This is an optimization exercise on Yosys and OpenROAD, whose aim is small area, a short achievable clock period and few clock cycles per item, not a production implementation.
Power is estimated from default activity; no workload was simulated.

JK:
==> flow/design.v <==
module alu(
        input clk,
        input rst,
        input [2:0] operation,
        input [15:0] srcA_i,
        input [15:0] srcB_i,
        input [15:0] sortNum0_i,
        input [15:0] sortNum1_i,
        input [15:0] sortNum2_i,
        input [15:0] sortNum3_i,
        input [15:0] sortNum4_i,
        input [15:0] sortNum5_i,
        input [15:0] sortNum6_i,
        input [15:0] sortNum7_i,
        input [15:0] sortNum8_i,
        output [15:0] data_o,
        output [15:0] sortNum0_o,
        output [15:0] sortNum1_o,
        output [15:0] sortNum2_o,
        output [15:0] sortNum3_o,
        output [15:0] sortNum4_o,
        output [15:0] sortNum5_o,
        output [15:0] sortNum6_o,
        output [15:0] sortNum7_o,
        output [15:0] sortNum8_o,
        output reg        done
);
localparam [2:0] OP_ADD  = 3'd0;
localparam [2:0] OP_SUB  = 3'd1;
localparam [2:0] OP_MUL  = 3'd2;
localparam [2:0] OP_DIV  = 3'd3;
localparam [2:0] OP_SORT = 3'd4;
wire [15:0] a = srcA_i;
wire [15:0] b = srcB_i;
reg  [3:0]  cnt;
reg  [15:0] H, L, D;
reg  [16:0] E;          
reg         prev;       
reg  [8:0]  cmp;        
reg  [15:0] R;          
reg         fmax, fmin;
reg  [15:0] S [0:8];
assign data_o = {(R[15] & ~fmax) | fmin, (R[14:0] | {15{fmax}}) & ~{15{fmin}}};
assign sortNum0_o = S[0];
assign sortNum1_o = S[1];
assign sortNum2_o = S[2];
assign sortNum3_o = S[3];
assign sortNum4_o = S[4];
assign sortNum5_o = S[5];
assign sortNum6_o = S[6];
assign sortNum7_o = S[7];
assign sortNum8_o = S[8];
wire first = (cnt == 4'd0);
function gt17;
        input [16:0] x;
        input [16:0] y;
        reg   [16:0] g, p;
        reg   [8:0]  g1, p1;
        reg   [4:0]  g2, p2;
        reg   [2:0]  g3, p3;
        integer i;
        begin
                g = x & ~y;
                p = x | ~y;
                for (i = 0; i < 8; i = i + 1) begin
                        g1[i] = g[2*i+1] | (p[2*i+1] & g[2*i]);
                        p1[i] = p[2*i+1] & p[2*i];
                end
                g1[8] = g[16];
                p1[8] = p[16];
                for (i = 0; i < 4; i = i + 1) begin
                        g2[i] = g1[2*i+1] | (p1[2*i+1] & g1[2*i]);
                        p2[i] = p1[2*i+1] & p1[2*i];
                end
                g2[4] = g1[8];
                p2[4] = p1[8];
                for (i = 0; i < 2; i = i + 1) begin
                        g3[i] = g2[2*i+1] | (p2[2*i+1] & g2[2*i]);
                        p3[i] = p2[2*i+1] & p2[2*i];
                end
                g3[2] = g2[4];
                p3[2] = p2[4];
                gt17 = g3[2] | (p3[2] & (g3[1] | (p3[1] & g3[0])));
        end
endfunction
function [15:0] lor16;
        input [15:0] x;
        reg   [15:0] o;
        integer i, l;
        begin
                o = x;
                for (l = 1; l < 16; l = l * 2)
                        for (i = 15; i >= l; i = i - 1)
                                o[i] = o[i] | o[i-l];
                lor16 = {o[14:0], 1'b0};
        end
endfunction
wire        is_sub = operation[0];
wire [15:0] as_r   = a + (b ^ {16{is_sub}}) + {15'd0, is_sub};
wire        as_ov  = ~a[15] & (b[15] ^ ~is_sub) & as_r[15];
wire        as_un  =  a[15] & (b[15] ^  is_sub) & ~as_r[15];
wire [15:0] na   = a ^ lor16(a);              
wire [15:0] m0_h2 = {a[15] & ~(a[14:0] == 15'd0), a[15:1]};    
reg  [15:0] m0_h;                             
reg         m0_o1, m0_o2;                     
always @* begin
        case (b[1:0])
                2'b00: begin m0_h = 16'd0; m0_o1 = 1'b0; m0_o2 = 1'b0; end
                2'b01: begin m0_h = {m0_h2[15], m0_h2[15:1]}; m0_o1 = a[0]; m0_o2 = m0_h2[0]; end
                2'b10: begin m0_h = {na[15], na[15:1]}; m0_o1 = 1'b0; m0_o2 = a[0]; end
                default: begin m0_h = {na[15], na[15], na[15:2]}; m0_o1 = a[0]; m0_o2 = na[1]; end
        endcase
end
reg  [15:0] y1, y2;                                    
wire [2:0]  bq  = first ? b[3:1] : L[3:1];             
wire        n1p = ~bq[1] & bq[0], n1n = bq[1] & ~bq[0];
wire        n2p = ~bq[2] & bq[1], n2n = bq[2] & ~bq[1];
wire        mt0 = H[0] & y1[0];                        
wire        mo1 = H[0] ^ y1[0];                        
wire [15:0] ua  = {1'b0, H[15:1]};
wire [15:0] ub  = {1'b0, y1[15:1]};
wire        uc  = {ua[13:0], mt0} > {~ub[13:0], 1'b0};   
wire        mf  = (ua[14] | ub[14] | uc) & ~(ua[14] & ub[14] & uc);   
wire [15:0] cs_s = ua ^ ub ^ y2;
wire [15:0] cs_c = (ua & ub) | (ua & y2) | (ub & y2);
wire        rnd  = (L[11] & ^L[10:2]) | (L[12] & L[11] & ~^L[10:2]);
wire [4:0]  ql   = {mo1, L[15:12]} + {4'd0, rnd};
wire        mlast = (cnt == 4'd7);
wire        c5   = mlast & rnd & mo1 & (&L[15:12]);
wire [16:0] s2t  = {cs_s, 1'b1} + {cs_c[14:0], mt0, c5};
wire [15:0] s2r  = s2t[16:1];
wire [15:0] s2   = {s2r[15] ^ mf, s2r[14:0]};
wire [15:0] mq   = {s2r[10:0], ql};
wire        sgn  = a[15] ^ b[15];
wire [15:0] am  = a ^ ({16{a[15]}} & lor16(a));      
wire [15:0] bm  = b ^ ({16{b[15]}} & lor16(b));      
wire [15:0] nb  = b ^ {16{b[15]}};
wire [16:0] t3a = {1'b0, nb};
wire [16:0] t3b = {nb, 1'b0};
wire [16:0] t3c = {15'd0, b[15], b[15]};
wire [16:0] bm3 = (t3a ^ t3b ^ t3c) + {((t3a & t3b) | (t3a & t3c) | (t3b & t3c)), 1'b0};
wire        bz    = (b == 16'd0);
wire        b1    = (b == 16'd1) | (b == 16'hffff);
wire        am15  = a[15] & (a[14:0] == 15'd0);                       
wire        am14  = a[14] ^ (a[15] & (a[13:0] != 14'd0));
wire        dv_g1 = am15 & bz;
wire        dv_g2 = ((am15 | am14) & bz) | (am15 & b1);
wire [1:0]  dv_t2 = (am15 & b1) ? 2'b01 : {am15, am14};
wire [16:0] X    = {H, L[15]};
wire        h_gt = H[14:0] > D[14:0];
wire        h_eq = (H[14:0] == D[14:0]);
wire        d_g1 = (H[15] & ~D[15]) | (~(H[15] ^ D[15]) & h_gt);           
wire        d_ms = H[15] & ~D[15] & (h_gt | h_eq);                         
wire        d_ca = X[15:0] > D;
wire        x_gt = X[15:0] > E[15:0];
wire        d_c3 = (X[16] & ~E[16]) | (~(X[16] ^ E[16]) & x_gt);         
wire        d_ch = X[16] & ~E[16] & x_gt;                                 
wire        d_g2 = d_g1 ? (d_ms ? d_ch : d_c3) : d_ca;
wire [14:0] r0   = X[14:0];
wire [14:0] r1   = X[14:0] - D[14:0];
wire [14:0] r2   = X[14:0] - {D[13:0], 1'b0};
wire [14:0] r3   = X[14:0] - E[14:0];
wire        ds0  = ~d_g1 & ~d_g2, ds1 = ~d_g1 & d_g2, ds2 = d_g1 & ~d_g2, ds3 = d_g1 & d_g2;
wire [14:0] rr   = ({15{ds0}} & r0) | ({15{ds1}} & r1) | ({15{ds2}} & r2) | ({15{ds3}} & r3);
wire [15:0] dq  = {L[13:0], d_g1, d_g2};
wire [15:0] orl = lor16({2'b00, L[13:0]});
wire        glo = d_g1 | d_g2;
wire [15:0] d_res = sgn ? {L[13:0] ^ (orl[13:0] | {14{glo}}), d_g1 ^ d_g2, d_g2} : dq;
wire [15:0] xin [0:8];
assign xin[0] = sortNum0_i;
assign xin[1] = sortNum1_i;
assign xin[2] = sortNum2_i;
assign xin[3] = sortNum3_i;
assign xin[4] = sortNum4_i;
assign xin[5] = sortNum5_i;
assign xin[6] = sortNum6_i;
assign xin[7] = sortNum7_i;
assign xin[8] = sortNum8_i;
reg  [7:0]  sidx;
reg  [15:0] sel;
integer u;
always @* begin
        sel = 16'd0;
        for (u = 0; u < 8; u = u + 1)
                sel = sel | (xin[u] & {16{sidx[u]}});
end
reg [8:0] cmp_n;
integer j;
always @* begin
        for (j = 0; j < 9; j = j + 1)
                cmp_n[j] = gt17({sel, 1'b1}, {xin[j], ~(j < cnt)});
end
reg [3:0] ga, gb, gc;       
reg [8:0] slot;
integer k, i1, i2;
always @* begin
        for (k = 0; k < 4; k = k + 1) begin
                ga[k] = (cmp[0] + cmp[1] + cmp[2] == k);
                gb[k] = (cmp[3] + cmp[4] + cmp[5] == k);
                gc[k] = (cmp[6] + cmp[7] + cmp[8] == k);
        end
        slot = 9'd0;
        for (i1 = 0; i1 < 4; i1 = i1 + 1)
                for (i2 = 0; i2 < 4; i2 = i2 + 1)
                        for (k = 0; k < 4; k = k + 1)
                                if (i1 + i2 + k < 9)
                                        slot[i1 + i2 + k] = slot[i1 + i2 + k] | (ga[i1] & gb[i2] & gc[k]);
end
wire last = (operation == OP_MUL)  ? (cnt == 4'd7)  :
            (operation == OP_DIV)  ? (cnt == 4'd12) :
            (operation == OP_SORT) ? (cnt == 4'd8)  : 1'b1;
always @(posedge clk or posedge rst) begin
        if (rst) begin
                cnt  <= 4'd0;
                sidx <= 8'd1;
                done <= 1'b0;
        end else begin
                cnt  <= last ? 4'd0 : cnt + 4'd1;
                sidx <= last ? 8'd1 : {sidx[6:0], sidx[7]};
                done <= last;
        end
end
always @(posedge clk) begin
        cmp <= cmp_n;
        E   <= bm3;
        y1  <= ({16{n1p}} & a) | ({16{n1n}} & na);
        y2  <= ({16{n2p}} & a) | ({16{n2n}} & na);
        case (operation)
        OP_MUL: begin
                if (first) begin
                        H    <= m0_h;
                        L    <= {m0_o2, m0_o1, b[15:2]};
                        prev <= b[1];
                end else begin
                        H    <= {s2[15], s2[15:1]};
                        L    <= {s2[0], mo1, L[15:2]};
                        prev <= L[1];
                end
                D    <= bm;
                R    <= mq;
                fmax <= ~sgn & mq[15];
                fmin <= sgn & ~mq[15];
        end
        OP_DIV: begin
                if (first) begin
                        H <= {13'd0, dv_t2, am[13]};
                        L <= {am[12:0], 1'b0, dv_g1, dv_g2};
                end else begin
                        H <= {rr, L[14]};
                        L <= {L[13:0], d_g1, d_g2};
                end
                prev <= L[1];
                D    <= bm;
                R    <= d_res;
                fmax <= 1'b0;
                fmin <= 1'b0;
        end
        OP_SORT: begin
                H    <= {s2[15], s2[15:1]};
                L    <= {s2[0], mo1, L[15:2]};
                prev <= L[1];
                D    <= sel;
                R    <= as_r;
                fmax <= as_ov;
                fmin <= as_un;
        end
        default: begin
                H    <= {s2[15], s2[15:1]};
                L    <= {s2[0], mo1, L[15:2]};
                prev <= L[1];
                D    <= bm;
                R    <= as_r;
                fmax <= as_ov;
                fmin <= as_un;
        end
        endcase
end
wire [15:0] sdat = first ? sortNum8_i : D;
integer p;
always @(posedge clk)
        if (operation == OP_SORT)
                for (p = 0; p < 9; p = p + 1)
                        if (first | slot[p]) S[p] <= sdat;
endmodule
==> flow/config.mk <==
export PLATFORM = sky130hd
export DESIGN_NAME = alu
export DESIGN_NICKNAME = alu
export VERILOG_FILES = /design/flow/design.v
export SDC_FILE = /design/flow/constraint.sdc
export NUM_CORES = 4
export LEC_CHECK = 0
export CAP_MARGIN = 20
export CELL_PAD_IN_SITES_DETAIL_PLACEMENT = 1
export CELL_PAD_IN_SITES_GLOBAL_PLACEMENT = 2
export CORE_MARGIN = 2
export CORE_UTILIZATION = 35
export GPL_ROUTABILITY_DRIVEN = 0
export PLACE_DENSITY = 0.6
export SETUP_SLACK_MARGIN = 1.0
export SLEW_MARGIN = 20
==> flow/constraint.sdc <==
create_clock -name core_clock -period 5.0 [get_ports {clk}]
set_input_delay 1.0000 -clock core_clock [delete_from_list [all_inputs] [get_ports {clk}]]
set_output_delay 1.0000 -clock core_clock [all_outputs]
set_load 0.01 [all_outputs]
standard.sh (not shown) runs the stock make flow with config.mk's settings and CLKGATE_MAP_FILE= SYNTH_SCRIPT=/design/flow/synth_recipe.tcl, a recipe that flattens the netlist after the stock synthesis.
==> flow/flow/run.sh <==
#!/bin/bash
# The standard layout, except that the port buffers are buf_1 cells
# (buffer_ports would otherwise pick its lowest-drive buffer, a delay cell).
export BUFFER_PORTS_ARGS="-buffer_cell sky130_fd_sc_hd__buf_1"
bash standard.sh > standard.log 2>&1
Changes in MS relative to JK:
diff --git a/flow/design.v b/flow/design.v
--- a/flow/design.v
+++ b/flow/design.v
@@ -139,15 +139,14 @@
 wire [16:0] t3b = {nb, 1'b0};
 wire [16:0] t3c = {15'd0, b[15], b[15]};
 wire [16:0] bm3 = (t3a ^ t3b ^ t3c) + {((t3a & t3b) | (t3a & t3c) | (t3b & t3c)), 1'b0};
 wire        bz    = (b == 16'd0);
 wire        b1    = (b == 16'd1) | (b == 16'hffff);
-wire        am15  = a[15] & (a[14:0] == 15'd0);                       
-wire        am14  = a[14] ^ (a[15] & (a[13:0] != 14'd0));
-wire        dv_g1 = am15 & bz;
-wire        dv_g2 = ((am15 | am14) & bz) | (am15 & b1);
-wire [1:0]  dv_t2 = (am15 & b1) ? 2'b01 : {am15, am14};
+wire        dv_g1 = am[15] & bz;
+wire [1:0]  dv_t1 = {am[15], am[14]};
+wire        dv_g2 = ((dv_t1 != 2'd0) & bz) | (dv_t1[1] & b1);
+wire [1:0]  dv_t2 = (dv_g2 & b1) ? dv_t1 - 2'd1 : dv_t1;
 wire [16:0] X    = {H, L[15]};
 wire        h_gt = H[14:0] > D[14:0];
 wire        h_eq = (H[14:0] == D[14:0]);
 wire        d_g1 = (H[15] & ~D[15]) | (~(H[15] ^ D[15]) & h_gt);           
 wire        d_ms = H[15] & ~D[15] & (h_gt | h_eq);                         
@@ -174,17 +173,16 @@
 assign xin[4] = sortNum4_i;
 assign xin[5] = sortNum5_i;
 assign xin[6] = sortNum6_i;
 assign xin[7] = sortNum7_i;
 assign xin[8] = sortNum8_i;
-reg  [7:0]  sidx;
 reg  [15:0] sel;
 integer u;
 always @* begin
         sel = 16'd0;
         for (u = 0; u < 8; u = u + 1)
-                sel = sel | (xin[u] & {16{sidx[u]}});
+                sel = sel | (xin[u] & {16{cnt[2:0] == u}});
 end
 reg [8:0] cmp_n;
 integer j;
 always @* begin
         for (j = 0; j < 9; j = j + 1)
@@ -210,15 +208,13 @@
             (operation == OP_DIV)  ? (cnt == 4'd12) :
             (operation == OP_SORT) ? (cnt == 4'd8)  : 1'b1;
 always @(posedge clk or posedge rst) begin
         if (rst) begin
                 cnt  <= 4'd0;
-                sidx <= 8'd1;
                 done <= 1'b0;
         end else begin
                 cnt  <= last ? 4'd0 : cnt + 4'd1;
-                sidx <= last ? 8'd1 : {sidx[6:0], sidx[7]};
                 done <= last;
         end
 end
 always @(posedge clk) begin
         cmp <= cmp_n;
Notes after the runs:
- Looking only at proportion of cell area occupied by registers, and setting everything else aside, the higher value of MS and JK goes to JK.
- JK → MS: clock share of power now smaller; post-synthesis compound-gate area fraction now larger; final period demand of the worst path now larger; met3 track demand over resource comparable.
- Max freq JK -> MS: degraded
- Beginning of the critical path: srcA_i[1] -> MS, sidx[0] -> JK
- The core of MS is more densely filled than that of JK.
- Non-clock buffer count, MS vs JK: up by a little under 10%
- NOTE gate count after technology mapping JK->MS increased by a few percent
- Wire length reported by the detailed router on MS is up relative to JK.
- Total number of multi-input combinational cells, MS vs JK: up by a few percent
No functional check of the RTL was part of any run of this note.

========
lane 3:
// alu: RTL as listed in full above, without the edits since
==> flow/config.mk <==
export PLATFORM = sky130hd
export DESIGN_NAME = alu
export DESIGN_NICKNAME = alu
export VERILOG_FILES = /design/flow/design.v
export SDC_FILE = /design/flow/constraint.sdc
export NUM_CORES = 4
export LEC_CHECK = 0
export CAP_MARGIN = 20
export CELL_PAD_IN_SITES_DETAIL_PLACEMENT = 1
export CELL_PAD_IN_SITES_GLOBAL_PLACEMENT = 2
export CORE_MARGIN = 2
export CORE_UTILIZATION = 35
export GPL_ROUTABILITY_DRIVEN = 0
export PLACE_DENSITY = 0.6
export SETUP_SLACK_MARGIN = 1.2
export SLEW_MARGIN = 20
==> flow/constraint.sdc <==
create_clock -name core_clock -period 5.0 [get_ports {clk}]
set_input_delay 1.0000 -clock core_clock [delete_from_list [all_inputs] [get_ports {clk}]]
set_output_delay 1.0000 -clock core_clock [all_outputs]
set_load 0.01 [all_outputs]
Scripts as last shown in full above: flow/flow/run.sh
The inputs of lane 1 differ from those of lane 3 as listed below.
diff --git a/flow/design.v b/flow/design.v
--- a/flow/design.v
+++ b/flow/design.v
@@ -33,7 +33,7 @@
 wire [15:0] a = srcA_i;
 wire [15:0] b = srcB_i;
 reg  [3:0]  cnt;
-reg  [15:0] H, L, D;
+reg  [15:0] Hm, Hd, L, D;    
 reg  [16:0] E;          
 reg         prev;       
 reg  [8:0]  cmp;        
@@ -111,13 +111,13 @@
                 default: begin m0_h = {na[15], na[15], na[15:2]}; m0_o1 = a[0]; m0_o2 = na[1]; end
         endcase
 end
-reg  [15:0] y1, y2;                                    
+reg         e1p, e1n, e2p, e2n;                        
 wire [2:0]  bq  = first ? b[3:1] : L[3:1];             
-wire        n1p = ~bq[1] & bq[0], n1n = bq[1] & ~bq[0];
-wire        n2p = ~bq[2] & bq[1], n2n = bq[2] & ~bq[1];
-wire        mt0 = H[0] & y1[0];                        
-wire        mo1 = H[0] ^ y1[0];                        
-wire [15:0] ua  = {1'b0, H[15:1]};
+wire [15:0] y1  = ({16{e1p}} & D) | ({16{e1n}} & E[15:0]);
+wire [15:0] y2  = ({16{e2p}} & D) | ({16{e2n}} & E[15:0]);
+wire        mt0 = Hm[0] & y1[0];                        
+wire        mo1 = Hm[0] ^ y1[0];                        
+wire [15:0] ua  = {1'b0, Hm[15:1]};
 wire [15:0] ub  = {1'b0, y1[15:1]};
 wire        uc  = {ua[13:0], mt0} > {~ub[13:0], 1'b0};   
 wire        mf  = (ua[14] | ub[14] | uc) & ~(ua[14] & ub[14] & uc);   
@@ -141,16 +141,15 @@
 wire [16:0] bm3 = (t3a ^ t3b ^ t3c) + {((t3a & t3b) | (t3a & t3c) | (t3b & t3c)), 1'b0};
 wire        bz    = (b == 16'd0);
 wire        b1    = (b == 16'd1) | (b == 16'hffff);
-wire        am15  = a[15] & (a[14:0] == 15'd0);                       
-wire        am14  = a[14] ^ (a[15] & (a[13:0] != 14'd0));
-wire        dv_g1 = am15 & bz;
-wire        dv_g2 = ((am15 | am14) & bz) | (am15 & b1);
-wire [1:0]  dv_t2 = (am15 & b1) ? 2'b01 : {am15, am14};
-wire [16:0] X    = {H, L[15]};
-wire        h_gt = H[14:0] > D[14:0];
-wire        h_eq = (H[14:0] == D[14:0]);
-wire        d_g1 = (H[15] & ~D[15]) | (~(H[15] ^ D[15]) & h_gt);           
-wire        d_ms = H[15] & ~D[15] & (h_gt | h_eq);                         
+wire        dv_g1 = am[15] & bz;
+wire [1:0]  dv_t1 = {am[15], am[14]};
+wire        dv_g2 = ((dv_t1 != 2'd0) & bz) | (dv_t1[1] & b1);
+wire [1:0]  dv_t2 = (dv_g2 & b1) ? dv_t1 - 2'd1 : dv_t1;
+wire [16:0] X    = {Hd, L[15]};
+wire        h_gt = Hd[14:0] > D[14:0];
+wire        h_eq = (Hd[14:0] == D[14:0]);
+wire        d_g1 = (Hd[15] & ~D[15]) | (~(Hd[15] ^ D[15]) & h_gt);           
+wire        d_ms = Hd[15] & ~D[15] & (h_gt | h_eq);                         
 wire        d_ca = X[15:0] > D;
 wire        x_gt = X[15:0] > E[15:0];
 wire        d_c3 = (X[16] & ~E[16]) | (~(X[16] ^ E[16]) & x_gt);         
@@ -176,13 +175,12 @@
 assign xin[6] = sortNum6_i;
 assign xin[7] = sortNum7_i;
 assign xin[8] = sortNum8_i;
-reg  [7:0]  sidx;
 reg  [15:0] sel;
 integer u;
 always @* begin
         sel = 16'd0;
         for (u = 0; u < 8; u = u + 1)
-                sel = sel | (xin[u] & {16{sidx[u]}});
+                sel = sel | (xin[u] & {16{cnt[2:0] == u}});
 end
 reg [8:0] cmp_n;
 integer j;
@@ -212,41 +210,39 @@
 always @(posedge clk or posedge rst) begin
         if (rst) begin
                 cnt  <= 4'd0;
-                sidx <= 8'd1;
                 done <= 1'b0;
         end else begin
                 cnt  <= last ? 4'd0 : cnt + 4'd1;
-                sidx <= last ? 8'd1 : {sidx[6:0], sidx[7]};
                 done <= last;
         end
 end
 always @(posedge clk) begin
+        Hm  <= first ? m0_h : {s2[15], s2[15:1]};
+        Hd  <= first ? {13'd0, dv_t2, am[13]} : {rr, L[14]};
         cmp <= cmp_n;
-        E   <= bm3;
-        y1  <= ({16{n1p}} & a) | ({16{n1n}} & na);
-        y2  <= ({16{n2p}} & a) | ({16{n2n}} & na);
+        E   <= (operation == OP_MUL) ? {1'b0, na} : bm3;
+        e1p <= ~bq[1] & bq[0];
+        e1n <= bq[1] & ~bq[0];
+        e2p <= ~bq[2] & bq[1];
+        e2n <= bq[2] & ~bq[1];
         case (operation)
         OP_MUL: begin
                 if (first) begin
-                        H    <= m0_h;
                         L    <= {m0_o2, m0_o1, b[15:2]};
                         prev <= b[1];
                 end else begin
-                        H    <= {s2[15], s2[15:1]};
                         L    <= {s2[0], mo1, L[15:2]};
                         prev <= L[1];
                 end
-                D    <= bm;
+                D    <= a;
                 R    <= mq;
                 fmax <= ~sgn & mq[15];
                 fmin <= sgn & ~mq[15];
         end
         OP_DIV: begin
                 if (first) begin
-                        H <= {13'd0, dv_t2, am[13]};
                         L <= {am[12:0], 1'b0, dv_g1, dv_g2};
                 end else begin
-                        H <= {rr, L[14]};
                         L <= {L[13:0], d_g1, d_g2};
                 end
                 prev <= L[1];
@@ -256,7 +252,6 @@
                 fmin <= 1'b0;
         end
         OP_SORT: begin
-                H    <= {s2[15], s2[15:1]};
                 L    <= {s2[0], mo1, L[15:2]};
                 prev <= L[1];
                 D    <= sel;
@@ -265,10 +260,9 @@
                 fmin <= as_un;
         end
         default: begin
-                H    <= {s2[15], s2[15:1]};
                 L    <= {s2[0], mo1, L[15:2]};
                 prev <= L[1];
-                D    <= bm;
+                D    <= a;
                 R    <= as_r;
                 fmax <= as_ov;
                 fmin <= as_un;
Findings:
In lane 1, number of filler instances in the final layout is lower than in lane 3.
Compare lane 1 and lane 3 | core utilization higher: lane 1
Summary of lane 1 over lane 3: power dissipated in combinational cells has decreased, die extent in y -4.2 um, total power -19%, via count increased by 2.4% relative to the old numbers.
Lane 1 vs lane 3: cell area reported after detailed placement down
Changes observed in lane 1 relative to lane 3: number of inserted diodes moved up; number of buffers between clock root and the deepest sink held steady.
When the final numbers for lane 1 and lane 3 were put side by side, the worst setup timing slack at the placement stage turned out to be greater in lane 3.
As far as number of hold-repair buffers added at the cts stage goes, lane 3 and lane 1 are indistinguishable; the numbers are identical.
Function was not checked in any run of this note: the RTL went through the layout flow alone.

## static timing again, ports no longer ideal
No port has a modelled driver above. Below, the same layouts with a new extraction and two added sets of constraints.
Step 1 sets driving cells, clkbuf_16 on the clock port and buf_2 on the other inputs (assumed; they add their load-dependent delay and slew).
Step 2, shift: input delay + t, output delay - t, t = (earliest + latest rising clock arrival at the registers) / 2. This alone moves slack from input paths to output paths.
Slacks: no drivers / after step 1 / after step 2; pairs: no drivers / after step 1.
run | t (ns) | setup WS [ns] | worst setup path after step 2 | pins driven straight from the clock port
JK | 0.616 | 1.177 / 1.177 / 0.639 | input to register | 1
MS | 0.617 | 0.934 / 0.976 / 0.359 | input to register | 1
lane 3 | 0.613 | 1.247 / 1.247 / 0.743 | input to register | 1
lane 1 | 0.655 | 1.089 / 1.089 / 0.441 | input to register | 1
After both steps every run listed still meets setup and hold. The setup slack of lane 1, which loses most, moves by 0.000 ns with the drivers and by -0.648 ns with both steps.
